Background: an optimization exercise with open tools, aiming at small area. Do not read the settings as production practice.
RTL that was checked went through simulation tests only; none was proved equivalent to the original.
For runs 4 and 6, only the layout was checked, not whether the RTL still works.
The clock input has no modelled driver; a real chip could not lean on it and would need a root buffer or a full tree.
Power and IR drop assume default switching activity.

## design/flow/design.v

```verilog
`timescale 1 ps / 1 ps
module arbitor (
    input      clk,
    input      rst,
    input      link_initialized,
    input      iotx_tvalid,
    input      event_in_0,
    input      event_in_1,
    input      event_in_2,
    input      event_in_3,
    input      event_in_4,
    input      event_in_5,
    input      event_in_6,
    input      event_in_7,
    input      event_in_8,
    output     event_out_0,
    output     event_out_1,
    output     event_out_2,
    output     event_out_3,
    output     event_out_4,
    output     event_out_5,
    output     event_out_6,
    output     event_out_7,
    output     event_out_8
);
    reg  [3:0] q [0:8];    
    reg  [3:0] o;          
    reg  [7:0] flag;       
    reg        ready;
    reg        pop;        
    reg        dec;        
    wire [8:0] ev  = {event_in_8, event_in_7, event_in_6, event_in_5, event_in_4,
                      event_in_3, event_in_2, event_in_1, event_in_0};
    wire [8:0] act = ev | {1'b0, flag};
    wire [8:0] higher;
    assign higher[8] = 1'b0;
    genvar k;
    generate
        for (k = 7; k >= 0; k = k - 1) begin : g_hi
            assign higher[k] = higher[k+1] | act[k+1];
        end
    endgenerate
    wire any = higher[0] | act[0];
    reg [3:0] code;
    always @* begin
        casez (act)
            9'b1????????: code = 4'd8;
            9'b01???????: code = 4'd7;
            9'b001??????: code = 4'd6;
            9'b0001?????: code = 4'd5;
            9'b00001????: code = 4'd4;
            9'b000001???: code = 4'd3;
            9'b0000001??: code = 4'd2;
            9'b00000001?: code = 4'd1;
            default:      code = 4'd0;
        endcase
    end
    wire no_evt  = ~(|ev) & ~(|{flag[7:6], flag[4:0]});
    wire replay  = ~iotx_tvalid & no_evt & ~pop & (o != 4'd15);
    wire blocked = replay & (o == 4'd7 || o == 4'd8);
    wire accept  = ready & any & ~blocked;
    always @(posedge clk) begin
        if (accept) begin
            q[0] <= code;
            q[1] <= q[0];
            q[2] <= q[1];
            q[3] <= q[2];
            q[4] <= q[3];
            q[5] <= q[4];
            q[6] <= q[5];
            q[7] <= q[6];
            q[8] <= q[7];
        end
    end
    always @(posedge clk or posedge rst) begin
        if (rst) begin
            o     <= 4'd15;
            flag  <= 8'd0;
            ready <= 1'b0;
            pop   <= 1'b0;
            dec   <= 1'b0;
        end else begin
            if (link_initialized)
                ready <= 1'b1;
            flag[4:0] <= {5{ready}} & act[4:0] & higher[4:0];
            flag[7:6] <= {2{ready}} & act[7:6] & higher[7:6];
            flag[5]   <= ready & act[5] & higher[5] | blocked & flag[5];
            pop <= replay;
            dec <= replay & ~accept;
            if (accept & ~dec & (o != 4'd8))
                o <= o + 4'd1;
            else if (dec & ~accept)
                o <= o - 4'd1;
        end
    end
    wire [3:0] head = q[o];
    assign event_out_0 = pop & (head == 4'd0);
    assign event_out_1 = pop & (head == 4'd1);
    assign event_out_2 = pop & (head == 4'd2);
    assign event_out_3 = pop & (head == 4'd3);
    assign event_out_4 = pop & (head == 4'd4);
    assign event_out_5 = pop & (head == 4'd5);
    assign event_out_6 = pop & (head == 4'd6);
    assign event_out_7 = pop & (head == 4'd7);
    assign event_out_8 = pop & (head == 4'd8);
endmodule
```

## design/flow/flow/run.sh

```bash
#!/bin/bash
# Standard ORFS layout with these changes:
#  - ports are buffered with the smallest buffer (buf_1);
#  - after floorplan, the logic between registers is re-synthesised for area
#    with OpenROAD's restructure (registers untouched) and cells are sized
#    down; the later timing repair sizes up whatever needs it.
set -euo pipefail
here=$(pwd)
mkdir -p $here/rmp
export RMP_WORK_DIR=$here/rmp
export BUFFER_PORTS_ARGS="-buffer_cell sky130_fd_sc_hd__buf_1"
export POST_FLOORPLAN_TCL=$here/flow/post_floorplan.tcl
bash standard.sh > $here/standard.log 2>&1
```

## design/flow/flow/downsize.tcl

```tcl
# Size every cell down to the smallest-area cell of the same family
# (same function and pins, e.g. nor4_4 -> nor4_1).
set dont_use $::env(DONT_USE_CELLS)
set n 0
foreach inst [get_cells *] {
  set master [get_property $inst ref_name]
  if {![regexp {^(sky130_fd_sc_hd__[a-z0-9]+)_([0-9]+)$} $master -> base drive]} { continue }
  set best $master
  set best_area [get_property [get_lib_cells */$master] area]
  foreach cand [get_lib_cells */${base}_*] {
    set cn [get_name $cand]
    if {![regexp "^${base}_\[0-9\]+\$" $cn]} { continue }
    if {[lsearch -exact $dont_use $cn] >= 0} { continue }
    set a [get_property $cand area]
    if {$a < $best_area} { set best $cn; set best_area $a }
  }
  if {$best ne $master} {
    puts "downsize [get_name $inst]: $master -> $best"
    replace_cell $inst [get_lib_cells */$best]
    incr n
  }
}
puts "downsized $n cells"
```

## design/flow/flow/post_floorplan.tcl

```tcl
set here [file dirname [info script]]
source [file join $here downsize.tcl]
report_design_area
# restructure maps with every cell of the liberty file it is given, so give it
# a copy without the platform's don't-use cells
set rmp_lib $::env(RMP_WORK_DIR)/trimmed.lib
exec python3 [file join $here trim_lib.py] [lindex $::env(LIB_FILES) 0] $rmp_lib {*}$::env(DONT_USE_CELLS)
set_dont_use $::env(DONT_USE_CELLS)
restructure -liberty_file $rmp_lib -target area \
  -tielo_port [join $::env(TIELO_CELL_AND_PORT) /] \
  -tiehi_port [join $::env(TIEHI_CELL_AND_PORT) /] \
  -work_dir $::env(RMP_WORK_DIR) -abc_logfile $::env(RMP_WORK_DIR)/abc.log
report_design_area
source [file join $here downsize.tcl]
report_design_area
```

## design/flow/flow/trim_lib.py

```python
"""Write a copy of a liberty file without the given cells (brace-matched)."""
import sys
src, dst, *drop = sys.argv[1:]
drop = set(drop)
t = open(src).read()
out = []
i = 0
key = 'cell ("'
while True:
    j = t.find(key, i)
    if j < 0:
        out.append(t[i:])
        break
    name = t[j + len(key):t.find('"', j + len(key))]
    # find the end of this cell group
    k = t.find('{', j)
    depth = 0
    m = k
    while True:
        c = t[m]
        if c == '{':
            depth += 1
        elif c == '}':
            depth -= 1
            if depth == 0:
                break
        m += 1
    out.append(t[i:j])
    if name not in drop:
        out.append(t[j:m + 1])
    i = m + 1
open(dst, 'w').write(''.join(out))
```

## design/flow/standard.sh

```bash
#!/bin/bash
# synth_recipe.tcl (not shown) runs the flow's synth.tcl, then flattens the netlist and writes it again
# the make line also repeats each setting of config.mk as NAME=value (left out here)
make -C /OpenROAD-flow-scripts/flow DESIGN_CONFIG=/design/flow/config.mk WORK_HOME=/design/flow/orfs CLKGATE_MAP_FILE= SYNTH_SCRIPT=/design/flow/synth_recipe.tcl "${@:-finish}"
```

## design/flow/config.mk

```make
export PLATFORM = sky130hd
export DESIGN_NAME = arbitor
export DESIGN_NICKNAME = arbitor
export VERILOG_FILES = /design/flow/design.v
export SDC_FILE = /design/flow/constraint.sdc
export NUM_CORES = 4
export LEC_CHECK = 0
export CAP_MARGIN = 20
export CORE_MARGIN = 2
export CORE_UTILIZATION = 40
export SLEW_MARGIN = 20
```

## design/flow/constraint.sdc

```tcl
create_clock -name core_clock -period 5.0 [get_ports {clk}]
set_input_delay 1.0000 -clock core_clock [delete_from_list [all_inputs] [get_ports {clk}]]
set_output_delay 1.0000 -clock core_clock [all_outputs]
set_load 0.01 [all_outputs]
```

==> results_dict.tcl, run 1 <==
set metrics [dict create \
    clk_pin_slew_ns 0.09 \
    postSynthCellCount 205 \
    yosysMostFrequentCell "edfxtp_1" \
    dominantRegCellSynth "edfxtp_1" \
    drv_cap 0 \
    num_rows 28 \
    dieArea_sq_mm 0.006714 \
    p_leak_nw 0.8335 \
    root_buffer "clkbuf_8" \
    yosys_warnings 2 \
    tightestPinTransition_ns 0.6385 \
    cts-resized-gates 0 \
    yosysTopAreaCell "edfxtp_1" \
    fin_crit_ns 4.073 \
    io_pins 22 \
    powerDensity_mw_per_mm2 458.1 \
    r2r_cells 8 \
    drt-total-wl_um 4553 \
    area_growth_pct 0.6696 \
    setup_tns_ns 0 \
    period_share_pct 81.46 \
    critical_path_class "reg2out" \
    antenna_found_initial 0 \
    cp-end-kind "output pin" \
    postCtsSetupBuffers 0 \
    synthTopCellsByCount "edfxtp_1 (36), nor2_1 (20), a21oi_1 (13)" \
    first_pass_iters 4 \
    hold_viol_final 0 \
    cp_data_arrival_time_ns 3.07 \
    die_h_um 81.94 \
    n_antenna_cell 0 \
    crit_fanout 10 \
    viasPerCell 5.467 \
    synth_area_per_cell_sq_um 11.85 \
    wl_per_cell_um 15.86 \
    drive_gt1_share_pct 6.132 \
    finalSetupViolCount 0 \
    synthArstFlopShare_pct 29.41 \
    cp-start-kind "register" \
    start_util_pct 41.28 \
    synthDistinctLibCells 48 \
    relSlewSlack_pct 57.28 \
    syn-num-nets 222 \
    synth_edf_count 36 \
    grt_max_degree 30 \
    clock-sinks 51 \
    hold_buffers 0 \
    worstPathRequired_ns 4.00 \
    syn_area_sq_mm 0.002430 \
    drt-initial-drc-count 129 \
    fmax_ghz 0.2455 \
    coreArea_sq_mm 0.005886 \
    netlist.area_leader.share_pct 44.49 \
    gp_congestion 0.8238 \
    ant_nets 0 \
    port_buffers 21 \
    via_count 1569 \
    finClkSkew_ns 0.007256 \
    clk_latency_ns 0.30 \
    outcome "complete, no violations" \
    h-tree-depth 2 \
    synth-seq-cells 51 \
    cts_tree "yes" \
    hold_path.class "reg2reg" \
    total_power_mw 1.120 \
    worst_slack_ns 0.9269 \
    rsz0062_at_grt "false" \
    grt_pass1_wl_um 7396 \
    seq_area_frac_synth_pct 60.14 \
    pre_cts_slack_ns 1.298 \
    die_w_um 81.94 \
    final_nets 224 \
    yosys-top-cells-area "edfxtp_1 (44%), dfrtp_1 (11%), dfstp_2 (4.3%), nor2_1 (3.1%), a21oi_1 (2.7%)" \
    gr-usage-all-layers_pct 14.65 \
    slew_viol_final 0 \
    drc 0 \
    grt_pass1_vias 1544 \
    ir_drop_v 0.0001872 \
    hpwl_um 3247 \
    clock_path_buffers 2 \
    cts_buffers 5 \
    overflow 0 \
    hold_depth 0 \
]
cell usage in the layout, fill, tap and decap left out, types with 4 or more instances in the layout:
master / count
nand2_1: 7
nor3_1: 7
buf_1: 21
dfrtp_1: 11
o32ai_1: 5
edfxtp_1: 36
dfstp_2: 4
clkinv_1: 20
nor2_1: 35
a21oi_1: 7
or2_0: 6
clkbuf_8: 5
o21a_1: 4
per-layer routing:
metal | wire, um | GRT usage, % | up-vias
li1 | - | - | 741
met5 | 0 | 0 | -
met3 | 194 | 3.187 | 7
met1 | 2059 | 18.88 | 777
met4 | 65 | 5.000 | 0
met2 | 2233 | 24.47 | 44
final cells by class:
| type | instances | area, sq um |
|---|---|---|
| Tap cell | 75 | 93.84 |
| Clock inverter | 3 | 20.02 |
| Fill cell | 572 | 3440 |
| Timing Repair Buffer | 22 | 86.33 |
| Clock buffer | 5 | 68.82 |
| Sequential cell | 51 | 1461 |
| Multi-Input combinational cell | 111 | 640.6 |
| Inverter | 20 | 75.07 |
stage by stage:
step	instance area (sq um)	std cells	util, %	hold WS (ns)
final	2446	287	41.56	0.4646
after global routing	2446	287	41.56	0.4843
after CTS	2446	287	41.56	0.4702
after detailed placement	2357	279	40.05	0.4384
after global placement	2357	279	40.05	0.4380
after floorplan	2430	205	-	0.4204
registers in the layout, indices dropped and copies added, names as in the netlist:
name / cells
flag: 8
pop: 1
ready: 1
o: 4
q: 36
dec: 1
worst max-delay path, stage by stage (launching register included):
cell and delay (ns):
dfstp_2 0.40, nor2_1 0.49, nand2_1 0.14, o22ai_1 0.33, clkinv_1 0.19, a222oi_1 0.53, clkinv_1 0.16, or2_0 0.26
nor2_1 0.11, buf_1 0.15
power breakdown:
group	total [mW]	leakage (nW)	switching, mW	internal [mW]
Clock	0.231	0.0402	0.134	0.0975
Combinational	0.326	0.251	0.209	0.117
Sequential	0.563	0.542	0.0563	0.507
cell families after synthesis:
| kind of cell | count (synthesis) | share of synthesized area [%] |
|---|---|---|
| compound gates | 49 | 13.08 |
| xor+xnor | 3 | 1.082 |
| fa+ha+maj | 4 | 2.060 |
| buf+inv | 20 | 3.243 |
| flops | 51 | 60.14 |
| mux | 6 | 2.575 |
| simple gates | 72 | 17.82 |
path summary, 6_finish.rpt:
kind | startpoint | slack, ns | end
min in group asynchronous | rst | 0.64 | ready
min reg2reg | q[2][1] | 0.46 | q[3][1]
max | o[0] | 0.93 | event_out_6
max in group asynchronous | rst | 4.05 | o[3]
min | q[2][1] | 0.46 | q[3][1]
max reg2reg | o[0] | 1.94 | q[4][3]
==> run 2: changes to the inputs <==
--- a/design/flow/flow/run.sh
+++ b/design/flow/flow/run.sh
@@ -10,4 +10,5 @@
 export RMP_WORK_DIR=$here/rmp
 export BUFFER_PORTS_ARGS="-buffer_cell sky130_fd_sc_hd__buf_1"
 export POST_FLOORPLAN_TCL=$here/flow/post_floorplan.tcl
+export CTS_ARGS="-sink_clustering_enable -repair_clock_nets -sink_clustering_size 60 -sink_clustering_max_diameter 500 -sink_buffer_max_cap_derate 1.0 -buf_list sky130_fd_sc_hd__clkbuf_16"
 bash standard.sh > $here/standard.log 2>&1
==> results_dict.tcl, run 2 <==
set metrics [dict create \
    clock-sinks 51 \
    overflow 0 \
    crit_fanout 10 \
    netlist.area_leader.share_pct 44.49 \
    dieArea_sq_mm 0.006714 \
    cp-end-kind "output pin" \
    tightestPinTransition_ns 0.6404 \
    multi_input_area_sq_um 640.6 \
    regArea_sq_mm 0.001461 \
    cp_top_family "simple AND/OR/NAND/NOR gates" \
    nFillCells 568 \
    max_stage_delay_ns 0.54 \
    top_register "q" \
    root_buffer "clkbuf_16" \
    crit_buf_inv 3 \
    hold_buffers 0 \
    fin_crit_ns 4.075 \
    worst_path_max_delay_cell "a222oi_1" \
    h-tree-depth 2 \
    clk_pin_slew_ns 0.07 \
    hpwl_um 3247 \
    hold_viol_final 0 \
    start_util_pct 41.28 \
    reg2reg_slack_ns 1.97 \
    drc 0 \
    synthDistinctLibCells 48 \
    synthArstFlopShare_pct 29.41 \
    period_share_pct 81.50 \
    outcome "complete, no violations" \
    hold_path.class "reg2reg" \
    design_area_sq_mm 0.002502 \
    fin_cells 287 \
    synth-seq-cells 51 \
    clock_path_buffers 2 \
    synth_area_per_cell_sq_um 11.85 \
    fmax_ghz 0.2454 \
    critical_path_class "reg2out" \
    dominantRegCellSynth "edfxtp_1" \
    grt_pass1_vias 1544 \
    placed_cells 279 \
    dpl_cell_area_sq_mm 0.002357 \
    die_w_um 81.94 \
    cts_tree "yes" \
    slew_viol_final 0 \
    gp_congestion 0.8238 \
    gr-usage-all-layers_pct 14.74 \
    final_cell_mix "edfxtp_1 (36), nor2_1 (35), buf_1 (21), clkinv_1 (20), dfrtp_1 (11)" \
    finClkSkew_ns 0.004561 \
    cp_data_arrival_time_ns 3.07 \
    postSynthCellCount 205 \
    postCtsSetupBuffers 0 \
    relSlewSlack_pct 57.15 \
    yosys_warnings 2 \
    wl_per_cell_um 15.92 \
    cp_cell_sequence "nor2_1 > nand2_1 > o22ai_1 > clkinv_1 > a222oi_1 > clkinv_1 > or2_0 > nor2_1 > buf_1" \
    final_nets 224 \
    cp-start-kind "register" \
    clk_latency_ns 0.29 \
    antenna_found_initial 0 \
    cts-resized-gates 0 \
    worstPathRequired_ns 4.00 \
    finalSetupViolCount 0 \
    port_buffers 21 \
    area_growth_pct 2.987 \
    io_pins 22 \
    first_pass_iters 4 \
    yosys-top-cells-area "edfxtp_1 (44%), dfrtp_1 (11%), dfstp_2 (4.3%), nor2_1 (3.1%), a21oi_1 (2.7%)" \
    n_antenna_cell 0 \
    seq_area_frac_synth_pct 60.14 \
    drive_gt1_share_pct 6.132 \
    grt_max_degree 30 \
    drt-initial-drc-count 138 \
    yosysTopAreaCell "edfxtp_1" \
    cts_buffers 5 \
    powerDensity_mw_per_mm2 487.2 \
    drv_cap 0 \
    syn_area_sq_mm 0.002430 \
    total_power_mw 1.219 \
    synth_edf_count 36 \
    top_regs "q x36, flag x8, o x4" \
    p_leak_nw 0.8592 \
    coreArea_sq_mm 0.005886 \
    grt_pass1_wl_um 7396 \
    syn-num-nets 222 \
    layout_commonest_cell "edfxtp_1" \
    synthTopCellsByCount "edfxtp_1 (36), nor2_1 (20), a21oi_1 (13)" \
    viasPerCell 5.422 \
    rsz0062_at_grt "false" \
    ant_nets 0 \
    via_count 1556 \
    num_rows 28 \
    yosysMostFrequentCell "edfxtp_1" \
    setup_tns_ns 0 \
    drt-total-wl_um 4568 \
    ir_drop_v 0.0002318 \
    die_h_um 81.94 \
    largest_reg_flops 36 \
]
[run 2: worst paths after layout]
kind / from / end / cells after the start
hold / removal: q[2][1] / q[3][1] / 0
setup / recovery: o[0] / event_out_6 / 9
setup reg to reg: o[0] / q[3][3] / 8
max in group asynchronous: rst / o[3] / 2
hold reg to reg: q[2][1] / q[3][1] / 0
min in group asynchronous: rst / ready / 2
[run 2: logic make-up (layout without fill, tap and decap cells)]
| kind of cell | after synthesis | in the layout | share of synthesized area (%) |
|---|---|---|---|
| flops | 51 | 51 | 60.14 |
| fa+ha+maj | 4 | 0 | 2.060 |
| mux | 6 | 0 | 2.575 |
| xor+xnor | 3 | 2 | 1.082 |
| compound gates | 49 | 44 | 13.08 |
| buf+inv | 20 | 50 | 3.243 |
| simple gates | 72 | 65 | 17.82 |
[run 2: cell type report]
cell class,count,share of cell area [%]
Tap cell,75,3.750
Clock inverter,3,0.8000
Timing Repair Buffer,22,3.450
Inverter,20,3.000
Clock buffer,5,5.000
Multi-Input combinational cell,111,25.60
Sequential cell,51,58.40
[run 2: stage by stage]
stage,hold slack (ns),setup WS (ns),utilization (%)
2_1_floorplan,0.4204,1.822,-
4_1_cts,0.4643,0.9589,42.52
3_5_place_dp,0.4384,1.298,40.05
6_report,0.4589,0.9250,42.52
5_1_grt,0.4783,0.6282,42.52
3_3_place_gp,0.4380,1.295,40.05
[run 2: where the power goes]
part / switching (mW) / internal [mW] / total (mW)
logic: 0.207 / 0.117 / 0.324
registers: 0.0564 / 0.508 / 0.564
clock network: 0.147 / 0.184 / 0.332
[run 2: metal layers]
| layer | part of all wire [%] | up-vias | track usage (%) |
|---|---|---|---|
| met1 | 44 | 779 | 18.79 |
| met3 | 4.1 | 5 | 3.516 |
| met4 | 1.3 | 0 | 5.000 |
| met2 | 50 | 30 | 24.63 |
| met5 | 0 | - | 0 |
| li1 | - | 742 | - |
==> run 3: changes to the inputs <==
--- a/design/flow/flow/run.sh
+++ b/design/flow/flow/run.sh
@@ -10,5 +10,5 @@
 export RMP_WORK_DIR=$here/rmp
 export BUFFER_PORTS_ARGS="-buffer_cell sky130_fd_sc_hd__buf_1"
 export POST_FLOORPLAN_TCL=$here/flow/post_floorplan.tcl
-export CTS_ARGS="-sink_clustering_enable -repair_clock_nets -sink_clustering_size 60 -sink_clustering_max_diameter 500 -sink_buffer_max_cap_derate 1.0 -buf_list sky130_fd_sc_hd__clkbuf_16"
+export CTS_ARGS="-sink_clustering_enable -repair_clock_nets -sink_clustering_size 60 -sink_clustering_max_diameter 500 -sink_buffer_max_cap_derate 1.0 -buf_list sky130_fd_sc_hd__clkbuf_8"
 bash standard.sh > $here/standard.log 2>&1
==> results_dict.tcl, run 3 <==
set metrics [dict create \
    outcome "complete, no violations" \
    hold_viol_final 0 \
    hold_path.class "reg2reg" \
    cp_data_arrival_time_ns 3.07 \
    yosys_warnings 2 \
    drive_gt1_share_pct 6.132 \
    gp_congestion 0.8238 \
    synthTopCellsByCount "edfxtp_1 (36), nor2_1 (20), a21oi_1 (13)" \
    dpl_cell_area_sq_mm 0.002357 \
    worstPathRequired_ns 4.00 \
    synthArstFlopShare_pct 29.41 \
    finalSetupViolCount 0 \
    cts_buffers 5 \
    clk_pin_slew_ns 0.09 \
    fin_crit_ns 4.073 \
    synth-seq-cells 51 \
    synthDistinctLibCells 48 \
    slew_viol_final 0 \
    whs_ns 0.4646 \
    gr-usage-all-layers_pct 14.65 \
    drc 0 \
    viasPerCell 5.467 \
    critical_path_class "reg2out" \
    grt_pass1_wl_um 7396 \
    largest_reg_flops 36 \
    overflow 0 \
    io_pins 22 \
    yosys-top-cells-area "edfxtp_1 (44%), dfrtp_1 (11%), dfstp_2 (4.3%), nor2_1 (3.1%), a21oi_1 (2.7%)" \
    dieArea_sq_mm 0.006714 \
    clk_latency_ns 0.30 \
    clock-sinks 51 \
    drt-total-wl_um 4553 \
    die_w_um 81.94 \
    grt_pass1_vias 1544 \
    cts-resized-gates 0 \
    postCtsSetupBuffers 0 \
    num_rows 28 \
    synthAdderAreaFrac_pct 2.060 \
    synth_compound_area_share_pct 13.08 \
    postSynthCellCount 205 \
    top_register "q" \
    root_buffer "clkbuf_8" \
    synth-xor-area-share_pct 1.081 \
    crit_fanout 10 \
    fin_cells 287 \
    ir_drop_v 0.0001872 \
    seq_area_frac_synth_pct 60.14 \
    p_leak_nw 0.8335 \
    synth_edf_count 36 \
    first_pass_iters 4 \
    ant_nets 0 \
    finClkSkew_ns 0.007256 \
    tightestPinTransition_ns 0.6385 \
    antenna_found_initial 0 \
    final_cell_mix "edfxtp_1 (36), nor2_1 (35), buf_1 (21), clkinv_1 (20), dfrtp_1 (11)" \
    syn-num-nets 222 \
    drt-initial-drc-count 129 \
    total_power_mw 1.120 \
    area_growth_pct 0.6696 \
    synth_area_per_cell_sq_um 11.85 \
    coreArea_sq_mm 0.005886 \
    cts_tree "yes" \
    synth-simple-area-share_pct 17.82 \
    final_nets 224 \
    die_h_um 81.94 \
    port_buffers 21 \
    yosysTopAreaCell "edfxtp_1" \
    cp-end-kind "output pin" \
    via_count 1569 \
    rsz0062_at_grt "false" \
    synthMuxAreaShare_pct 2.575 \
    synth_top_family_by_area "simple AND/OR/NAND/NOR gates" \
    syn_area_sq_mm 0.002430 \
    start_util_pct 41.28 \
    cp-start-kind "register" \
    n_antenna_cell 0 \
    dominantRegCellSynth "edfxtp_1" \
    clock_path_buffers 2 \
    design_area_sq_mm 0.002446 \
    fmax_ghz 0.2455 \
    placed_cells 279 \
    yosysMostFrequentCell "edfxtp_1" \
    h-tree-depth 2 \
    period_share_pct 81.46 \
    drv_cap 0 \
    top_regs "q x36, flag x8, o x4" \
    powerDensity_mw_per_mm2 458.1 \
    hpwl_um 3247 \
    relSlewSlack_pct 57.28 \
    wl_per_cell_um 15.86 \
    netlist.area_leader.share_pct 44.49 \
    layout_commonest_cell "edfxtp_1" \
    setup_tns_ns 0 \
    hold_buffers 0 \
    grt_max_degree 30 \
]
run 3: metal layers:
| metal | vias to the layer above | GRT usage [%] | wire length, um |
|---|---|---|---|
| met5 | - | 0 | 0 |
| met4 | 0 | 5.000 | 65 |
| met3 | 7 | 3.187 | 194 |
| met2 | 44 | 24.47 | 2233 |
| met1 | 777 | 18.88 | 2059 |
| li1 | 741 | - | - |
run 3: critical path: stages, from the launching register on:
cell	delay, ns
dfstp_2	0.40
nor2_1	0.49
nand2_1	0.14
o22ai_1	0.33
clkinv_1	0.19
a222oi_1	0.53
clkinv_1	0.16
or2_0	0.26
nor2_1	0.11
buf_1	0.15
run 3: worst paths after layout:
path | end | from | cells after the start | slack, ns
worst max-delay path | event_out_6 | o[0] | 9 | 0.93
worst min-delay path | q[3][1] | q[2][1] | 0 | 0.46
worst max register to register | q[4][3] | o[0] | 8 | 1.94
worst min register to register | q[3][1] | q[2][1] | 0 | 0.46
max in group asynchronous | o[3] | rst | 2 | 4.05
min in group asynchronous | ready | rst | 2 | 0.64
run 3: final cells by class:
cell class	count	area, sq um
Clock buffer	5	68.82
Timing Repair Buffer	22	86.33
Sequential cell	51	1461
Fill cell	572	3440
Multi-Input combinational cell	111	640.6
Tap cell	75	93.84
Inverter	20	75.07
Clock inverter	3	20.02
run 3: report_power, final:
part / internal [mW] / leakage (nW) / switching [mW]
logic: 0.117 / 0.251 / 0.209
clock network: 0.0975 / 0.0402 / 0.134
registers: 0.507 / 0.542 / 0.0563
total: 0.721 / 0.834 / 0.399
run 3: cell families after synthesis:
group	count (synthesis)
compound gates	49
buf+inv	20
fa+ha+maj	4
xor+xnor	3
mux	6
flops	51
simple gates	72
run 3: through the flow:
step / util (%) / setup WS, ns
5_1_grt: 41.56 / 0.5999
4_1_cts: 41.56 / 0.9314
3_3_place_gp: 40.05 / 1.295
6_report: 41.56 / 0.9269
3_5_place_dp: 40.05 / 1.298
2_1_floorplan: - / 1.822
==> run 4: changes to the inputs <==
--- a/design/flow/design.v
+++ b/design/flow/design.v
@@ -26,9 +26,9 @@
     reg  [3:0] q [0:8];    
     reg  [3:0] o;          
     reg  [7:0] flag;       
-    reg        ready;
     reg        pop;        
     reg        dec;        
+    reg        ready;
     wire [8:0] ev  = {event_in_8, event_in_7, event_in_6, event_in_5, event_in_4,
                       event_in_3, event_in_2, event_in_1, event_in_0};
     wire [8:0] act = ev | {1'b0, flag};
@@ -44,21 +44,27 @@
     reg [3:0] code;
     always @* begin
         casez (act)
-            9'b1????????: code = 4'd8;
-            9'b01???????: code = 4'd7;
-            9'b001??????: code = 4'd6;
-            9'b0001?????: code = 4'd5;
-            9'b00001????: code = 4'd4;
-            9'b000001???: code = 4'd3;
-            9'b0000001??: code = 4'd2;
-            9'b00000001?: code = 4'd1;
-            default:      code = 4'd0;
+            9'b1????????: code = 4'd1;
+            9'b01???????: code = 4'd6;
+            9'b001??????: code = 4'd0;
+            9'b0001?????: code = 4'd4;
+            9'b00001????: code = 4'd7;
+            9'b000001???: code = 4'd14;
+            9'b0000001??: code = 4'd10;
+            9'b00000001?: code = 4'd3;
+            default:      code = 4'd11;
         endcase
     end
     wire no_evt  = ~(|ev) & ~(|{flag[7:6], flag[4:0]});
-    wire replay  = ~iotx_tvalid & no_evt & ~pop & (o != 4'd15);
+    wire nonempty = (o != 4'd15);
+    wire replay  = ~iotx_tvalid & no_evt & ~pop & nonempty;
     wire blocked = replay & (o == 4'd7 || o == 4'd8);
     wire accept  = ready & any & ~blocked;
+    reg [3:0] o_inc, o_dec;
+    always @* begin
+        o_inc = o + 4'd1;
+        o_dec = o - 4'd1;
+    end
     always @(posedge clk) begin
         if (accept) begin
             q[0] <= code;
@@ -88,19 +94,33 @@
             pop <= replay;
             dec <= replay & ~accept;
             if (accept & ~dec & (o != 4'd8))
-                o <= o + 4'd1;
+                o <= o_inc;
             else if (dec & ~accept)
-                o <= o - 4'd1;
+                o <= o_dec;
         end
     end
-    wire [3:0] head = q[o];
-    assign event_out_0 = pop & (head == 4'd0);
-    assign event_out_1 = pop & (head == 4'd1);
-    assign event_out_2 = pop & (head == 4'd2);
-    assign event_out_3 = pop & (head == 4'd3);
-    assign event_out_4 = pop & (head == 4'd4);
-    assign event_out_5 = pop & (head == 4'd5);
-    assign event_out_6 = pop & (head == 4'd6);
-    assign event_out_7 = pop & (head == 4'd7);
-    assign event_out_8 = pop & (head == 4'd8);
+    reg [3:0] head;
+    always @* begin
+        case (o)
+            4'd0: head = q[0];
+            4'd1: head = q[1];
+            4'd2: head = q[2];
+            4'd3: head = q[3];
+            4'd4: head = q[4];
+            4'd5: head = q[5];
+            4'd6: head = q[6];
+            4'd7: head = q[7];
+            4'd8: head = q[8];
+            default: head = 4'bxxxx;
+        endcase
+    end
+    assign event_out_0 = pop & (head == 4'd11);
+    assign event_out_1 = pop & (head == 4'd3);
+    assign event_out_2 = pop & (head == 4'd10);
+    assign event_out_3 = pop & (head == 4'd14);
+    assign event_out_4 = pop & (head == 4'd7);
+    assign event_out_5 = pop & (head == 4'd4);
+    assign event_out_6 = pop & (head == 4'd0);
+    assign event_out_7 = pop & (head == 4'd6);
+    assign event_out_8 = pop & (head == 4'd1);
 endmodule
--- a/design/flow/flow/run.sh
+++ b/design/flow/flow/run.sh
@@ -10,5 +10,4 @@
 export RMP_WORK_DIR=$here/rmp
 export BUFFER_PORTS_ARGS="-buffer_cell sky130_fd_sc_hd__buf_1"
 export POST_FLOORPLAN_TCL=$here/flow/post_floorplan.tcl
-export CTS_ARGS="-sink_clustering_enable -repair_clock_nets -sink_clustering_size 60 -sink_clustering_max_diameter 500 -sink_buffer_max_cap_derate 1.0 -buf_list sky130_fd_sc_hd__clkbuf_8"
 bash standard.sh > $here/standard.log 2>&1
==> results_dict.tcl, run 4 <==
set metrics [dict create \
    synthDistinctLibCells 59 \
    regArea_sq_mm 0.001461 \
    pre_cts_slack_ns 1.126 \
    yosys-top-cells-area "edfxtp_1 (43%), dfrtp_1 (11%), dfstp_2 (4.2%), nor2_1 (2.3%), ha_1 (2.0%)" \
    ant_nets 0 \
    worstPathRequired_ns 4.00 \
    hold_viol_final 0 \
    viasPerCell 5.286 \
    drive_gt1_share_pct 6.731 \
    antenna_found_initial 0 \
    cp-start-kind "register" \
    reg2reg_slack_ns 1.62 \
    yosysTopAreaCell "edfxtp_1" \
    min_from "q[1][3]" \
    critical_path_class "reg2out" \
    n_antenna_cell 0 \
    top_regs "q x36, flag x8, o x4" \
    cp-end-kind "output pin" \
    hold_path.class "reg2reg" \
    area_growth_pct -1.604 \
    hold_buffers 0 \
    fin_cells 283 \
    fmax_ghz 0.2372 \
    gr-usage-all-layers_pct 12.60 \
    clock-sinks 51 \
    clk_latency_ns 0.30 \
    final_cell_mix "edfxtp_1 (36), nor2_1 (27), buf_1 (21), clkinv_1 (18)" \
    powerDensity_mw_per_mm2 450.9 \
    grt_pass1_vias 1423 \
    slew_viol_final 0 \
    overflow 0 \
    yosysMostFrequentCell "edfxtp_1" \
    hold_depth 0 \
    cts_tree "yes" \
    top_register "q" \
    die_h_um 83.00 \
    worst_slack_ns 0.7846 \
    placed_cells 275 \
    r2r_cells 10 \
    clk_pin_slew_ns 0.08 \
    rsz0062_at_grt "false" \
    root_buffer "clkbuf_8" \
    final_nets 220 \
    ir_drop_v 0.0001819 \
    die_w_um 83.00 \
    io_pins 22 \
    relSlewSlack_pct 48.40 \
    seq_area_frac_synth_pct 58.55 \
    synth-seq-cells 51 \
    tightestPinTransition_ns 0.7712 \
    dpl_cell_area_sq_mm 0.002352 \
    layout_commonest_cell "edfxtp_1" \
    cts_buffers 5 \
    cp_data_arrival_time_ns 3.22 \
    via_count 1496 \
    rr_endpoint "o[3]" \
    grt_pass1_wl_um 7031 \
    port_buffers 21 \
    finClkSkew_ns 0.007619 \
    fin_crit_ns 4.215 \
    clock_path_buffers 2 \
    first_pass_iters 4 \
    gp_congestion 0.8556 \
    design_area_sq_mm 0.002456 \
    netlist.area_leader.share_pct 43.31 \
    start_util_pct 41.67 \
    regToRegStartpoint "o[2]" \
    outcome "complete, no violations" \
    drt-total-wl_um 4244 \
    coreArea_sq_mm 0.005991 \
    whs_endpoint "q[2][3]" \
    drc 0 \
    p_leak_nw 0.8390 \
    drt-initial-drc-count 207 \
    postSynthCellCount 199 \
    postCtsSetupBuffers 0 \
    wl_per_cell_um 15.00 \
    dieArea_sq_mm 0.006888 \
    num_rows 28 \
    setup_tns_ns 0 \
    yosys_warnings 2 \
    h-tree-depth 2 \
    synth_area_per_cell_sq_um 12.54 \
    synthTopCellsByCount "edfxtp_1 (36), nor2_1 (15), dfrtp_1 (11), nand2_1 (11), nor3_1 (10)" \
    finalSetupViolCount 0 \
    multi_input_area_sq_um 635.6 \
    syn_area_sq_mm 0.002496 \
    syn-num-nets 216 \
    synthArstFlopShare_pct 29.41 \
    drv_cap 0 \
    cts-resized-gates 0 \
    whs_ns 0.4568 \
    nFillCells 554 \
    dominantRegCellSynth "edfxtp_1" \
    period_share_pct 84.31 \
    crit_fanout 6 \
    largest_reg_flops 36 \
    hpwl_um 3028 \
    grt_max_degree 28 \
    synth_edf_count 36 \
]
[run 4: layout make-up]
cell class / instances / share of cell area (%)
flip-flops and latches: 51 / 59.50
multi-input cells: 108 / 25.88
clock buffers: 8 / 4.228
repair buffers: 23 / 3.821
well taps: 75 / 3.821
inverters: 18 / 2.751
[run 4: kinds of logic after synthesis]
group	share of synthesized area, %
AND/OR/NAND/NOR	15.89
flip-flops	58.55
adder cells (fa/ha/maj)	2.005
AO/OA/AOI/OAI	15.94
multiplexers	2.105
XOR/XNOR	1.354
buffers and inverters	4.160
[run 4: per-stage QoR]
stage                     power [mW]  util [%]
after floorplan               0.9651         -
after global placement        0.8523     39.26
after detailed placement      0.8561     39.26
after CTS                      1.110     41.00
after global routing           1.167     41.00
final                          1.107     41.00
[run 4: metal layers]
layer,wire length [um],up-vias,GRT usage (%)
met5,0,-,0
met4,29,0,4.024
met3,320,4,2.883
met2,1898,63,19.35
met1,1995,702,17.74
li1,-,727,-
[run 4: power by group]
part	switching, mW	internal, mW	total [mW]	leakage, nW
Sequential	0.0489	0.503	0.552	0.564
Combinational	0.196	0.105	0.301	0.220
Clock	0.123	0.132	0.255	0.0549
[run 4: how the worst max path moves through the flow]
stage                  end  slack (ns)  depth (start not counted)  startpoint
3_5_place_dp   event_out_3        1.13                          9        o[0]
6_report       event_out_3        0.78                          9        o[0]
4_1_cts        event_out_3        0.75                          9        o[0]
5_1_grt        event_out_3        0.46                          9        o[0]
3_3_place_gp   event_out_3        1.22                          9        o[0]
2_1_floorplan  event_out_3        1.69                          8        o[0]
[run 4: worst max-delay path, stage by stage (launching register included)]
cell,delay (ns)
dfstp_2,0.40
nor2_1,0.35
clkinv_1,0.22
nor3_1,0.38
o21bai_1,0.22
clkinv_1,0.17
o32ai_1,0.51
nand2_1,0.16
nor4b_1,0.33
buf_1,0.18
==> run 5: changes to the inputs <==
==> design/flow/design.v (replaced) <==
`timescale 1 ps / 1 ps
module arbitor (
    input      clk,
    input      rst,
    input      link_initialized,
    input      iotx_tvalid,
    input      event_in_0,
    input      event_in_1,
    input      event_in_2,
    input      event_in_3,
    input      event_in_4,
    input      event_in_5,
    input      event_in_6,
    input      event_in_7,
    input      event_in_8,
    output     event_out_0,
    output     event_out_1,
    output     event_out_2,
    output     event_out_3,
    output     event_out_4,
    output     event_out_5,
    output     event_out_6,
    output     event_out_7,
    output     event_out_8
);
    reg  [3:0] q [0:8];    
    reg  [3:0] o;          
    reg  [7:0] flag;       
    reg        ready;
    reg        pop;        
    reg        dec;        
    wire [8:0] ev  = {event_in_8, event_in_7, event_in_6, event_in_5, event_in_4,
                      event_in_3, event_in_2, event_in_1, event_in_0};
    wire [8:0] act = ev | {1'b0, flag};
    wire [8:0] higher;
    assign higher[8] = 1'b0;
    genvar k;
    generate
        for (k = 7; k >= 0; k = k - 1) begin : g_hi
            assign higher[k] = higher[k+1] | act[k+1];
        end
    endgenerate
    wire any = higher[0] | act[0];
    reg [3:0] code;
    always @* begin
        casez (act)
            9'b1????????: code = 4'd8;
            9'b01???????: code = 4'd7;
            9'b001??????: code = 4'd6;
            9'b0001?????: code = 4'd5;
            9'b00001????: code = 4'd4;
            9'b000001???: code = 4'd3;
            9'b0000001??: code = 4'd2;
            9'b00000001?: code = 4'd1;
            default:      code = 4'd0;
        endcase
    end
    wire no_evt  = ~(|ev) & ~(|{flag[7:6], flag[4:0]});
    wire replay  = ~iotx_tvalid & no_evt & ~pop & (o != 4'd15);
    wire blocked = replay & (o == 4'd7 || o == 4'd8);
    wire accept  = ready & any & ~blocked;
    always @(posedge clk) begin
        if (accept) begin
            q[0] <= code;
            q[1] <= q[0];
            q[2] <= q[1];
            q[3] <= q[2];
            q[4] <= q[3];
            q[5] <= q[4];
            q[6] <= q[5];
            q[7] <= q[6];
            q[8] <= q[7];
        end
    end
    always @(posedge clk or posedge rst) begin
        if (rst) begin
            o     <= 4'd15;
            flag  <= 8'd0;
            ready <= 1'b0;
            pop   <= 1'b0;
            dec   <= 1'b0;
        end else begin
            if (link_initialized)
                ready <= 1'b1;
            flag[4:0] <= {5{ready}} & act[4:0] & higher[4:0];
            flag[7:6] <= {2{ready}} & act[7:6] & higher[7:6];
            flag[5]   <= ready & act[5] & higher[5] | blocked & flag[5];
            pop <= replay;
            dec <= replay & ~accept;
            if (accept & ~dec & (o != 4'd8))
                o <= o + 4'd1;
            else if (dec & ~accept)
                o <= o - 4'd1;
        end
    end
    wire [3:0] head = q[o];
    assign event_out_0 = pop & (head == 4'd0);
    assign event_out_1 = pop & (head == 4'd1);
    assign event_out_2 = pop & (head == 4'd2);
    assign event_out_3 = pop & (head == 4'd3);
    assign event_out_4 = pop & (head == 4'd4);
    assign event_out_5 = pop & (head == 4'd5);
    assign event_out_6 = pop & (head == 4'd6);
    assign event_out_7 = pop & (head == 4'd7);
    assign event_out_8 = pop & (head == 4'd8);
endmodule
==> design/flow/flow/run.sh (replaced) <==
#!/bin/bash
# Standard ORFS layout with these changes:
#  - ports are buffered with the smallest buffer (buf_1);
#  - after floorplan, the logic between registers is re-synthesised for area
#    with OpenROAD's restructure (registers untouched) and cells are sized
#    down; the later timing repair sizes up whatever needs it;
#  - after CTS, the clock tree's dummy loads and its root buffer are removed
#    (the clock port then drives the four leaf clock buffers).
set -euo pipefail
here=$(pwd)
mkdir -p $here/rmp
export RMP_WORK_DIR=$here/rmp
export BUFFER_PORTS_ARGS="-buffer_cell sky130_fd_sc_hd__buf_1"
export POST_FLOORPLAN_TCL=$here/flow/post_floorplan.tcl
export POST_CTS_TCL=$here/flow/post_cts.tcl
export TRIM_CLOCK_PORT=clk
bash standard.sh > $here/standard.log 2>&1
==> design/flow/flow/post_cts.tcl (new file) <==
set block [ord::get_db_block]
set port_net [[$block findBTerm $::env(TRIM_CLOCK_PORT)] getNet]
set todo [list $port_net]
set removed 0
while {[llength $todo] > 0} {
  set net [lindex $todo 0]
  set todo [lrange $todo 1 end]
  foreach it [$net getITerms] {
    if {[$it isOutputSignal]} { continue }
    set inst [$it getInst]
    set m [[$inst getMaster] getName]
    set driven {}
    foreach o [$inst getITerms] {
      if {[$o isOutputSignal] && [$o getNet] ne "NULL"} { lappend driven [$o getNet] }
    }
    if {[string match "*clkinv*" $m] && [llength $driven] == 0} {
      puts "trim clock tree: remove dummy load [$inst getName] ($m)"
      odb::dbInst_destroy $inst
      incr removed
    } elseif {[string match "*clkbuf*" $m]} {
      lappend todo {*}$driven
    }
  }
}
set loads {}
foreach it [$port_net getITerms] { lappend loads $it }
if {[llength $loads] == 1} {
  set root [[lindex $loads 0] getInst]
  set rm [[$root getMaster] getName]
  set out_net ""
  foreach o [$root getITerms] {
    if {[$o isOutputSignal]} { set out_net [$o getNet] }
  }
  if {[string match "*clkbuf*" $rm] && $out_net ne "" && $out_net ne "NULL"} {
    set leaves [$out_net getITerms]
    set ok 1
    set n 0
    foreach it $leaves {
      if {[$it isOutputSignal]} { continue }
      incr n
      if {![string match "*clkbuf*" [[[$it getInst] getMaster] getName]]} { set ok 0 }
    }
    if {$ok && $n <= 4} {
      foreach it $leaves {
        if {[$it isOutputSignal]} { continue }
        $it disconnect
        $it connect $port_net
      }
      puts "trim clock tree: remove root buffer [$root getName] ($rm), port now drives $n buffers"
      odb::dbInst_destroy $root
      odb::dbNet_destroy $out_net
      incr removed
    }
  }
}
puts "trim clock tree: removed $removed cells"
==> results_dict.tcl, run 5 <==
set metrics [dict create \
    n_antenna_cell 0 \
    hold_viol_final 0 \
    gr-usage-all-layers_pct 14.35 \
    grt_pass1_wl_um 7341 \
    r2r_cells 8 \
    clk_pin_slew_ns 0.09 \
    worstPathRequired_ns 4.00 \
    fin_cells 283 \
    finClkSkew_ns 0.01723 \
    layout_commonest_cell "edfxtp_1" \
    syn-num-nets 222 \
    fin_crit_ns 3.960 \
    drt-total-wl_um 4486 \
    coreArea_sq_mm 0.005886 \
    yosysMostFrequentCell "edfxtp_1" \
    rsz0062_at_grt "false" \
    postSynthCellCount 205 \
    ant_nets 0 \
    regToRegStartpoint "o[0]" \
    worst_slack_ns 1.040 \
    drv_cap 0 \
    min_from "q[4][0]" \
    yosys-top-cells-area "edfxtp_1 (44%), dfrtp_1 (11%), dfstp_2 (4.3%), nor2_1 (3.1%), a21oi_1 (2.7%)" \
    whs_endpoint "q[5][0]" \
    cp-end-kind "output pin" \
    drt-initial-drc-count 161 \
    die_h_um 81.94 \
    whs_ns 0.4657 \
    final_nets 223 \
    hold_path.class "reg2reg" \
    clock-sinks 51 \
    synthArstFlopShare_pct 29.41 \
    drc 0 \
    hpwl_um 3247 \
    top_register "q" \
    yosysTopAreaCell "edfxtp_1" \
    total_power_mw 1.058 \
    largest_reg_flops 36 \
    outcome "complete, no violations" \
    num_rows 28 \
    max_stage_delay_ns 0.55 \
    hold_depth 0 \
    yosys_warnings 2 \
    synthTopCellsByCount "edfxtp_1 (36), nor2_1 (20), a21oi_1 (13)" \
    dieArea_sq_mm 0.006714 \
    powerDensity_mw_per_mm2 438.6 \
    antenna_found_initial 0 \
    dominantRegCellSynth "edfxtp_1" \
    synth_edf_count 36 \
    clk_latency_ns 0.15 \
    first_pass_iters 4 \
    top_regs "q x36, flag x8, o x4" \
    netlist.area_leader.share_pct 44.49 \
    synth_area_per_cell_sq_um 11.85 \
    p_leak_nw 0.8221 \
    grt_pass1_vias 1529 \
    synthDistinctLibCells 48 \
    start_util_pct 41.28 \
    ir_drop_v 0.0001813 \
    wl_per_cell_um 15.85 \
    cp_cell_sequence "nor2_1 > nand2_1 > o22ai_1 > clkinv_1 > a222oi_1 > clkinv_1 > or2_0 > nor2_1 > buf_1" \
    pre_cts_slack_ns 1.298 \
    port_buffers 21 \
    relSlewSlack_pct 56.88 \
    crit_buf_inv 3 \
    viasPerCell 5.413 \
    period_share_pct 79.20 \
    area_growth_pct -0.7210 \
    crit_fanout 10 \
    reg2reg_slack_ns 1.97 \
    critical_path_class "reg2out" \
    gp_congestion 0.8238 \
    setup_tns_ns 0 \
    cp_top_family "simple AND/OR/NAND/NOR gates" \
    rr_endpoint "q[3][2]" \
    final_cell_mix "edfxtp_1 (36), nor2_1 (35), buf_1 (21), clkinv_1 (20), dfrtp_1 (11)" \
    grt_max_degree 30 \
    worst_path_max_delay_cell "a222oi_1" \
    syn_area_sq_mm 0.002430 \
    die_w_um 81.94 \
    synth-seq-cells 51 \
    placed_cells 279 \
    overflow 0 \
    finalSetupViolCount 0 \
    cp-start-kind "register" \
    fmax_ghz 0.2525 \
    io_pins 22 \
    via_count 1532 \
    cp_data_arrival_time_ns 2.96 \
    tightestPinTransition_ns 0.6444 \
    seq_area_frac_synth_pct 60.14 \
    slew_viol_final 0 \
    drive_gt1_share_pct 4.327 \
]
## run 5: logic make-up after synthesis
family | after synthesis | synth area share (%)
adder cells (fa/ha/maj) | 4 | 2.060
multiplexers | 6 | 2.575
buffers and inverters | 20 | 3.243
flip-flops | 51 | 60.14
XOR/XNOR | 3 | 1.082
AND/OR/NAND/NOR | 72 | 17.82
AO/OA/AOI/OAI | 49 | 13.08
## run 5: how the worst max path moves through the flow
| stage | start | end | slack [ns] | cells after the start |
|---|---|---|---|---|
| floorplan | o[0] | event_out_4 | 1.82 | 8 |
| global placement | o[2] | event_out_8 | 1.30 | 8 |
| detailed placement | o[0] | event_out_6 | 1.30 | 9 |
| global route | o[0] | event_out_6 | 0.78 | 9 |
| finish | o[0] | event_out_6 | 1.04 | 9 |
## run 5: layout make-up
cell class	instances	area, sq um
Tap cell	75	93.84
Inverter	20	75.07
Timing Repair Buffer	22	86.33
Sequential cell	51	1461
Multi-Input combinational cell	111	640.6
Clock buffer	4	55.05
Fill cell	574	3473
## run 5: where the power goes
group	total [mW]	leakage (nW)	internal [mW]	switching, mW
clock	0.171	0.0288	0.0733	0.0980
sequential	0.563	0.542	0.507	0.0558
combinational	0.324	0.251	0.117	0.207
## run 5: worst reg2reg max path, cell delays in order (launching register included)
cell      delay [ns]
dfstp_2         0.58
clkinv_1        0.14
nor2_1          0.54
clkinv_1        0.26
nor2_1          0.15
o21ai_0         0.13
o211ai_1        0.21
clkinv_1        0.35
buf_4           0.36
## run 5: per-layer routing
| metal | vias to the layer above | wire [um] | global-route usage (%) |
|---|---|---|---|
| li1 | 734 | - | - |
| met1 | 770 | 1980 | 18.81 |
| met2 | 26 | 2333 | 24.47 |
| met3 | 2 | 155 | 2.527 |
| met4 | 0 | 17 | 4.000 |
| met5 | - | 0 | 0 |
## run 5: per-stage QoR
step / util, % / instance area, sq um
2_1_floorplan: - / 2430
3_3_place_gp: 40.05 / 2357
3_5_place_dp: 40.05 / 2357
5_1_grt: 40.99 / 2412
6_report: 40.99 / 2412
==> run 6: changes to the inputs <==
==> design/flow/design.v (replaced) <==
`timescale 1 ps / 1 ps
module arbitor (
    input      clk,
    input      rst,
    input      link_initialized,
    input      iotx_tvalid,
    input      event_in_0,
    input      event_in_1,
    input      event_in_2,
    input      event_in_3,
    input      event_in_4,
    input      event_in_5,
    input      event_in_6,
    input      event_in_7,
    input      event_in_8,
    output     event_out_0,
    output     event_out_1,
    output     event_out_2,
    output     event_out_3,
    output     event_out_4,
    output     event_out_5,
    output     event_out_6,
    output     event_out_7,
    output     event_out_8
);
    reg  [3:0] q [0:8];    
    reg  [3:0] o_n;        
    reg  [7:0] flag;       
    reg        ready;
    reg        pop;        
    reg        dec;        
    wire [3:0] o = ~o_n;
    wire [8:0] ev  = {event_in_8, event_in_7, event_in_6, event_in_5, event_in_4,
                      event_in_3, event_in_2, event_in_1, event_in_0};
    wire [8:0] act = ev | {1'b0, flag};
    wire [8:0] higher;
    assign higher[8] = 1'b0;
    genvar k;
    generate
        for (k = 7; k >= 0; k = k - 1) begin : g_hi
            assign higher[k] = higher[k+1] | act[k+1];
        end
    endgenerate
    wire any = higher[0] | act[0];
    wire [3:0] code;
    assign code[3] = act[8];
    assign code[2] = higher[3] & ~act[8];
    assign code[1] = higher[5] & ~act[8] | higher[1] & ~higher[3];
    assign code[0] = act[7] & ~act[8] | act[5] & ~higher[5] | act[3] & ~higher[3] | act[1] & ~higher[1];
    wire busy    = higher[5] | ev[5] | (|act[4:0]);
    wire empty   = o[3] & o[0];
    wire replay  = ~iotx_tvalid & ~busy & ~pop & ~empty;
    wire full    = o[3] & ~o[0];
    wire blocked = replay & (o[3] | o[2] & o[1] & o[0]);    
    wire accept  = ready & any & ~blocked;
    always @(posedge clk) begin
        if (accept) begin
            q[0] <= code;
            q[1] <= q[0];
            q[2] <= q[1];
            q[3] <= q[2];
            q[4] <= q[3];
            q[5] <= q[4];
            q[6] <= q[5];
            q[7] <= q[6];
            q[8] <= q[7];
        end
    end
    always @(posedge clk or posedge rst) begin
        if (rst) begin
            o_n   <= 4'd0;
            flag  <= 8'd0;
            ready <= 1'b0;
            pop   <= 1'b0;
            dec   <= 1'b0;
        end else begin
            if (link_initialized)
                ready <= 1'b1;
            flag[4:0] <= {5{ready}} & act[4:0] & higher[4:0];
            flag[7:6] <= {2{ready}} & act[7:6] & higher[7:6];
            flag[5]   <= ready & act[5] & higher[5] | blocked & flag[5];
            pop <= replay;
            dec <= replay & ~accept;
            if (accept & ~dec & ~full)
                o_n <= o_n - 4'd1;
            else if (dec & ~accept)
                o_n <= o_n + 4'd1;
        end
    end
    reg [3:0] head;
    always @* begin
        case (o[2:0])
            3'd0: head = q[0];
            3'd1: head = q[1];
            3'd2: head = q[2];
            3'd3: head = q[3];
            3'd4: head = q[4];
            3'd5: head = q[5];
            3'd6: head = q[6];
            default: head = q[7];
        endcase
        if (o[3])
            head = q[8];
    end
    assign event_out_0 = pop & (head == 4'd0);
    assign event_out_1 = pop & (head[2:0] == 3'd1);
    assign event_out_2 = pop & (head[2:0] == 3'd2);
    assign event_out_3 = pop & (head[2:0] == 3'd3);
    assign event_out_4 = pop & (head[2:0] == 3'd4);
    assign event_out_5 = pop & (head[2:0] == 3'd5);
    assign event_out_6 = pop & (head[2:0] == 3'd6);
    assign event_out_7 = pop & (head[2:0] == 3'd7);
    assign event_out_8 = pop & head[3];
endmodule
==> results_dict.tcl, run 6 <==
set metrics [dict create \
    synthAdderAreaFrac_pct 1.901 \
    design_area_sq_mm 0.002435 \
    wl_met3_um 164 \
    yosys_warnings 2 \
    relSlewSlack_pct 46.57 \
    synth_compound_area_share_pct 14.52 \
    drt-initial-drc-count 121 \
    cp-end-kind "output pin" \
    seq_area_frac_synth_pct 61.46 \
    pre_cts_slack_ns 1.076 \
    cp-start-kind "register" \
    regArea_sq_mm 0.001456 \
    drc 0 \
    max_stage_delay_ns 0.60 \
    port_buffers 21 \
    io_pins 22 \
    ant_nets 0 \
    hold_viol_final 0 \
    synth-simple-area-share_pct 12.99 \
    path_common_cell "clkinv_1" \
    powerDensity_mw_per_mm2 455.3 \
    cp_data_arrival_time_ns 2.88 \
    period_share_pct 77.52 \
    final_cell_mix "edfxtp_1 (36), nor2_1 (24), buf_1 (21), clkinv_1 (17), dfrtp_1 (15)" \
    yosys-top-cells-area "edfxtp_1 (46%), dfrtp_1 (16%), mux2i_1 (3.0%), o21ai_0 (2.5%), nand3_1 (2.3%)" \
    nFillCells 592 \
    grt_pass1_wl_um 6858 \
    cp_cell_sequence "clkinv_1 > nor2_1 > clkinv_1 > o21ai_0 > a221oi_1 > o22ai_1 > clkinv_1 > or3_1 > nor2_1 > buf_1" \
    clkPwrFrac_pct 21.6 \
    syn_area_sq_mm 0.002370 \
    rsz0062_at_grt "false" \
    met2WireLength_um 1848 \
    crit_fanout 13 \
    coreArea_sq_mm 0.005816 \
    fin_cells 280 \
    n_antenna_cell 0 \
    via_count 1523 \
    total_power_mw 1.109 \
    yosysMostFrequentCell "edfxtp_1" \
    first_pass_iters 4 \
    layout_commonest_cell "edfxtp_1" \
    overflow 0 \
    start_util_pct 40.75 \
    drv_cap 0 \
    finalSetupViolCount 0 \
    multi_input_area_sq_um 641.9 \
    gp_congestion 0.8251 \
    slew_viol_final 0 \
    hold_path.class "reg2reg" \
    top_register "q" \
    whs_ns 0.4548 \
    netlist.area_leader.share_pct 45.62 \
    synthArstFlopShare_pct 29.41 \
    area_growth_pct 2.746 \
    grt_max_degree 26 \
    clock-sinks 51 \
    synth_top_family_by_area "compound AO/OA/AOI/OAI gates" \
    intPower_uw 750.5 \
    dpl_cell_area_sq_mm 0.002342 \
    finClkSkew_ns 0.006008 \
    drive_gt1_share_pct 2.927 \
    hpwl_um 3019 \
    fin_crit_ns 3.876 \
    gr-usage-all-layers_pct 13.69 \
    seq_power_share_pct 50.0 \
    drt-total-wl_um 4253 \
    syn-num-nets 203 \
    die_h_um 80.97 \
    grt_pass1_vias 1349 \
    die_w_um 80.97 \
    maxUsedRoutingLayer "met4" \
    top_regs "q x36, flag x8, o_n x4" \
    ir_drop_v 0.0001749 \
    largest_reg_flops 36 \
    p_leak_nw 0.8265 \
    synth_edf_count 36 \
    synth-seq-cells 51 \
    synth-xor-area-share_pct 0.7392 \
    tightestPinTransition_ns 0.7942 \
    final_nets 217 \
    dominantRegCellSynth "edfxtp_1" \
    synthMuxAreaShare_pct 5.333 \
    synthTopCellsByCount "edfxtp_1 (36), dfrtp_1 (15), nor2_1 (13)" \
    clk_latency_ns 0.15 \
    yosysTopAreaCell "edfxtp_1" \
    worst_slack_ns 1.124 \
    outcome "complete, no violations" \
    antenna_found_initial 0 \
    synth_area_per_cell_sq_um 12.67 \
    wl_per_cell_um 15.19 \
    switchingPower_uw 358.2 \
    postSynthCellCount 187 \
    fmax_ghz 0.2580 \
    viasPerCell 5.439 \
    worst_path_max_delay_cell "dfrtp_1" \
    synthDistinctLibCells 49 \
    reg2reg_slack_ns 1.76 \
    num_rows 28 \
    dieArea_sq_mm 0.006556 \
    clk_pin_slew_ns 0.09 \
    cts_tree "yes" \
    critical_path_class "reg2out" \
    pwr-share-comb_pct 28.4 \
    finish.utilization_pct 41.87 \
    placed_cells 273 \
    setup_tns_ns 0 \
    worstPathRequired_ns 4.00 \
    switching_share_pct 32.31 \
    met1_length_um 2205 \
]
==> run 6: final timing paths <==
path / from / endpoint / cells after the start
hold reg to reg: q[7][0] / q[8][0] / 0
setup reg to reg: flag[2] / o_n[1] / 10
hold / removal: q[7][0] / q[8][0] / 0
max in group asynchronous: rst / dec / 2
min in group asynchronous: rst / ready / 2
setup / recovery: o_n[2] / event_out_4 / 10
==> run 6: cells by family after synthesis <==
kind of cell,after synthesis
buffers and inverters,16
flip-flops,51
adder cells (fa/ha/maj),3
XOR/XNOR,2
AO/OA/AOI/OAI,49
multiplexers,10
AND/OR/NAND/NOR,56
==> run 6: power groups by stage <==
| stage | registers (mW) | clock network (mW) | logic, mW |
|---|---|---|---|
| floorplan | 0.516 | 0 | 0.350 |
| detailed placement | 0.563 | 0 | 0.314 |
| finish | 0.554 | 0.240 | 0.315 |
| global placement | 0.564 | 0 | 0.312 |
| global route | 0.562 | 0.261 | 0.350 |
==> run 6: area by class of cell <==
class,count,share of cell area (%)
clock buffers,6,2.569
clock inverters,1,1.233
well taps,75,3.854
flip-flops and latches,51,59.82
inverters,17,2.621
repair buffers,22,3.546
multi-input cells,108,26.36
==> run 6: worst max-delay path: cells and delay by family (launching register included) <==
family          cells  cell delay [ns]
flops               1             0.60
simple gates        3             0.70
compound gates      3             0.53
buf+inv             4             0.90
==> run 6: per-layer routing <==
layer / global-route usage, % / vias up
met5: 0 / -
met4: 2.881 / 0
met3: 3.444 / 3
met2: 20.00 / 36
met1: 20.65 / 736
li1: - / 748
==> run 7: changes to the inputs <==
--- a/design/flow/design.v
+++ b/design/flow/design.v
@@ -24,12 +24,12 @@
     output     event_out_8
 );
     reg  [3:0] q [0:8];    
-    reg  [3:0] o_n;        
+    reg  [3:0] o_s;        
     reg  [7:0] flag;       
-    reg        ready;
     reg        pop;        
     reg        dec;        
-    wire [3:0] o = ~o_n;
+    wire [3:0] o = o_s ^ 4'd14;
+    wire ready = ~(o[3] & o[1] & ~o[0]);
     wire [8:0] ev  = {event_in_8, event_in_7, event_in_6, event_in_5, event_in_4,
                       event_in_3, event_in_2, event_in_1, event_in_0};
     wire [8:0] act = ev | {1'b0, flag};
@@ -48,9 +48,9 @@
     assign code[1] = higher[5] & ~act[8] | higher[1] & ~higher[3];
     assign code[0] = act[7] & ~act[8] | act[5] & ~higher[5] | act[3] & ~higher[3] | act[1] & ~higher[1];
     wire busy    = higher[5] | ev[5] | (|act[4:0]);
-    wire empty   = o[3] & o[0];
+    wire empty   = o[3] & o[1];    
     wire replay  = ~iotx_tvalid & ~busy & ~pop & ~empty;
-    wire full    = o[3] & ~o[0];
+    wire full    = o[3] & ~o[1];
     wire blocked = replay & (o[3] | o[2] & o[1] & o[0]);    
     wire accept  = ready & any & ~blocked;
     always @(posedge clk) begin
@@ -68,23 +68,20 @@
     end
     always @(posedge clk or posedge rst) begin
         if (rst) begin
-            o_n   <= 4'd0;
+            o_s   <= 4'd0;
             flag  <= 8'd0;
-            ready <= 1'b0;
             pop   <= 1'b0;
             dec   <= 1'b0;
         end else begin
-            if (link_initialized)
-                ready <= 1'b1;
             flag[4:0] <= {5{ready}} & act[4:0] & higher[4:0];
             flag[7:6] <= {2{ready}} & act[7:6] & higher[7:6];
             flag[5]   <= ready & act[5] & higher[5] | blocked & flag[5];
             pop <= replay;
             dec <= replay & ~accept;
-            if (accept & ~dec & ~full)
-                o_n <= o_n - 4'd1;
+            if (accept & ~dec & ~full | ~ready & link_initialized)
+                o_s <= (o + 4'd1) ^ 4'd14;
             else if (dec & ~accept)
-                o_n <= o_n + 4'd1;
+                o_s <= (o - 4'd1) ^ 4'd14;
         end
     end
     reg [3:0] head;
==> results_dict.tcl, run 7 <==
set metrics [dict create \
    finalSetupViolCount 0 \
    placed_cells 267 \
    synth_edf_count 36 \
    crit_buf_inv 3 \
    drt-total-wl_um 4189 \
    met1_length_um 2073 \
    drc 0 \
    top_register "q" \
    io_pins 22 \
    gr-usage-all-layers_pct 13.55 \
    nFillCells 533 \
    synthArstFlopShare_pct 28.00 \
    cp_cell_sequence "buf_1 > nor2_1 > clkinv_1 > nor2_1 > nand2_1 > nor4b_1 > a21boi_0 > nor2_4 > buf_12 > o31ai_1 > a32oi_1" \
    overflow 0 \
    yosys_warnings 2 \
    num_rows 27 \
    relSlewSlack_pct 37.99 \
    antenna_found_initial 0 \
    period_share_pct 75.92 \
    met2WireLength_um 1861 \
    setup_tns_ns 0 \
    ant_nets 0 \
    area_growth_pct 2.343 \
    dominantRegCellSynth "edfxtp_1" \
    outcome "complete, no violations" \
    grt_pass1_wl_um 6762 \
    netlist.area_leader.share_pct 46.01 \
    powerDensity_mw_per_mm2 620.7 \
    p_leak_nw 0.8017 \
    yosysTopAreaCell "edfxtp_1" \
    grt_pass1_vias 1429 \
    postSynthCellCount 180 \
    viasPerCell 5.394 \
    crit_fanout 30 \
    cp_data_arrival_time_ns 3.80 \
    path_common_cell "nor2_1" \
    worst_path_max_delay_cell "a21boi_0" \
    first_pass_iters 4 \
    wl_met3_um 226 \
    synth-seq-cells 50 \
    cp_top_family "simple AND/OR/NAND/NOR gates" \
    maxUsedRoutingLayer "met4" \
    critical_path_class "in2reg" \
    die_w_um 80.65 \
    tightestPinTransition_ns 0.9219 \
    clk_latency_ns 0.15 \
    n_antenna_cell 0 \
    start_util_pct 42.15 \
    cp-start-kind "input port" \
    yosys-top-cells-area "edfxtp_1 (46%), dfrtp_1 (15%), ha_1 (3.7%), nor2_1 (2.9%), a222oi_1 (2.6%)" \
    max_stage_delay_ns 0.80 \
    slew_viol_final 0 \
    clk_pin_slew_ns 0.09 \
    fin_crit_ns 3.796 \
    synthDistinctLibCells 47 \
    finClkSkew_ns 0.02005 \
    seq_area_frac_synth_pct 60.92 \
    coreArea_sq_mm 0.005574 \
    multi_input_area_sq_um 609.3 \
    fmax_ghz 0.2634 \
    clock-sinks 50 \
    synth_area_per_cell_sq_um 13.05 \
    drive_gt1_share_pct 3.960 \
    largest_reg_flops 36 \
    whs_ns 0.4564 \
    ir_drop_v 0.0001897 \
    wl_per_cell_um 15.29 \
    gp_congestion 0.7844 \
    grt_max_degree 41 \
    synthTopCellsByCount "edfxtp_1 (36), nor2_1 (18), dfrtp_1 (14)" \
    drv_cap 0 \
    regArea_sq_mm 0.001431 \
    hpwl_um 2971 \
    worstPathRequired_ns 5.00 \
    hold_path.class "reg2reg" \
    drt-initial-drc-count 185 \
    final_cell_mix "edfxtp_1 (36), nor2_1 (29), buf_1 (21), clkinv_1 (21), dfrtp_1 (14)" \
    port_buffers 21 \
    layout_commonest_cell "edfxtp_1" \
    cts_tree "yes" \
    top_regs "q x36, flag x8, o_s x4" \
    syn-num-nets 200 \
    rsz0062_at_grt "false" \
    syn_area_sq_mm 0.002350 \
    final_nets 215 \
    hold_viol_final 0 \
    fin_cells 274 \
    total_power_mw 1.493 \
    via_count 1478 \
    dieArea_sq_mm 0.006504 \
    cp-end-kind "register" \
    die_h_um 80.65 \
    yosysMostFrequentCell "edfxtp_1" \
]
-- run 7: cell count changes after synthesis, sizes merged, moves of 4 or more --
cell / previous run / this run
o2bb2ai: 6 / 0
nor4: 1 / 6
mux2i: 7 / 3
ha: 2 / 7
o21ai: 12 / 5
nor2: 13 / 18
a222oi: 0 / 6
nand3: 11 / 2
a21oi: 9 / 4
-- run 7: stage by stage --
| stage | worst slack (ns) | area, sq um | utilization, % |
|---|---|---|---|
| finish | 1.204 | 2405 | 43.14 |
| floorplan | 1.800 | 2350 | - |
| global placement | 1.073 | 2296 | 41.19 |
| global route | 0.9087 | 2405 | 43.14 |
| detailed placement | 1.014 | 2296 | 41.19 |
-- run 7: logic make-up (layout without fill, tap and decap cells) --
logic type / count (synthesis) / count (layout) / synth area share, %
xor+xnor: 2 / 2 / 0.7456
compound gates: 42 / 46 / 15.12
buf+inv: 16 / 50 / 3.035
flops: 50 / 50 / 60.92
fa+ha+maj: 7 / 0 / 3.727
simple gates: 56 / 54 / 13.10
mux: 7 / 0 / 3.354
-- run 7: path summary, 6_finish.rpt --
kind | end | cells after the start | slack, ns | startpoint
max in group asynchronous | o_s[2] | 2 | 3.93 | rst
hold reg to reg | q[3][3] | 0 | 0.46 | q[2][3]
setup / recovery | o_s[2] | 11 | 1.20 | event_in_3
hold / removal | q[3][3] | 0 | 0.46 | q[2][3]
setup reg to reg | o_s[2] | 10 | 1.36 | o_s[0]
min in group asynchronous | flag[0] | 2 | 0.78 | rst
-- run 7: report_power, final --
group	leakage [nW]	internal [mW]	switching, mW	total (mW)
combinational	0.221	0.161	0.282	0.442
clock	0.0441	0.130	0.103	0.233
sequential	0.536	0.699	0.118	0.817
total	0.802	0.990	0.503	1.49
-- run 7: layout make-up --
type | instances | area share (%)
clock buffer | 5 | 2.445
clock inverter | 1 | 1.249
inverter | 21 | 3.278
multi-input combinational | 102 | 25.34
sequential | 50 | 59.52
tap | 72 | 3.746
timing repair buffer | 23 | 4.422
-- run 7: layer usage --
| metal | vias up | GRT usage (%) |
|---|---|---|
| li1 | 721 | - |
| met1 | 709 | 19.41 |
| met2 | 45 | 20.67 |
| met3 | 3 | 3.371 |
| met4 | 0 | 3.390 |
| met5 | - | 0 |

separate check: timing with driven ports:
No port has a modelled driver above. Below, the same layouts with a new extraction and two added sets of constraints. Step 1, drivers: a clkbuf_16 drives clk and a buf_2 each remaining input, both assumed. Step 2 also shifts input and output timing later by t, the mid clock arrival at the registers, as if the neighbouring blocks saw the same clock. Three values: no drivers, after step 1, after step 2; two values: the first two.
| run | t, ns | setup slack, ns | slew at the worst register clock pin (ns) | worst data-port slew with drivers (ns) |
|---|---|---|---|---|
| run 1 | 0.325 | 0.927 / 0.902 / 1.226 | 0.09 / 0.09 | 0.03 |
| run 2 | 0.319 | 0.925 / 0.896 / 1.215 | 0.07 / 0.07 | 0.03 |
| run 3 | 0.325 | 0.927 / 0.902 / 1.226 | 0.09 / 0.09 | 0.03 |
| run 4 | 0.320 | 0.785 / 0.757 / 1.077 | 0.09 / 0.09 | 0.04 |
| run 5 | 0.193 | 1.040 / 0.989 / 1.182 | 0.09 / 0.09 | 0.03 |
| run 6 | 0.194 | 1.124 / 1.074 / 1.020 | 0.09 / 0.09 | 0.03 |
| run 7 | 0.188 | 1.204 / 1.155 / 1.047 | 0.09 / 0.09 | 0.03 |
After both steps setup and hold are still met in every run listed. For run 7, which loses most, drivers alone change the setup slack by -0.049 ns; drivers and shift together by -0.157 ns.
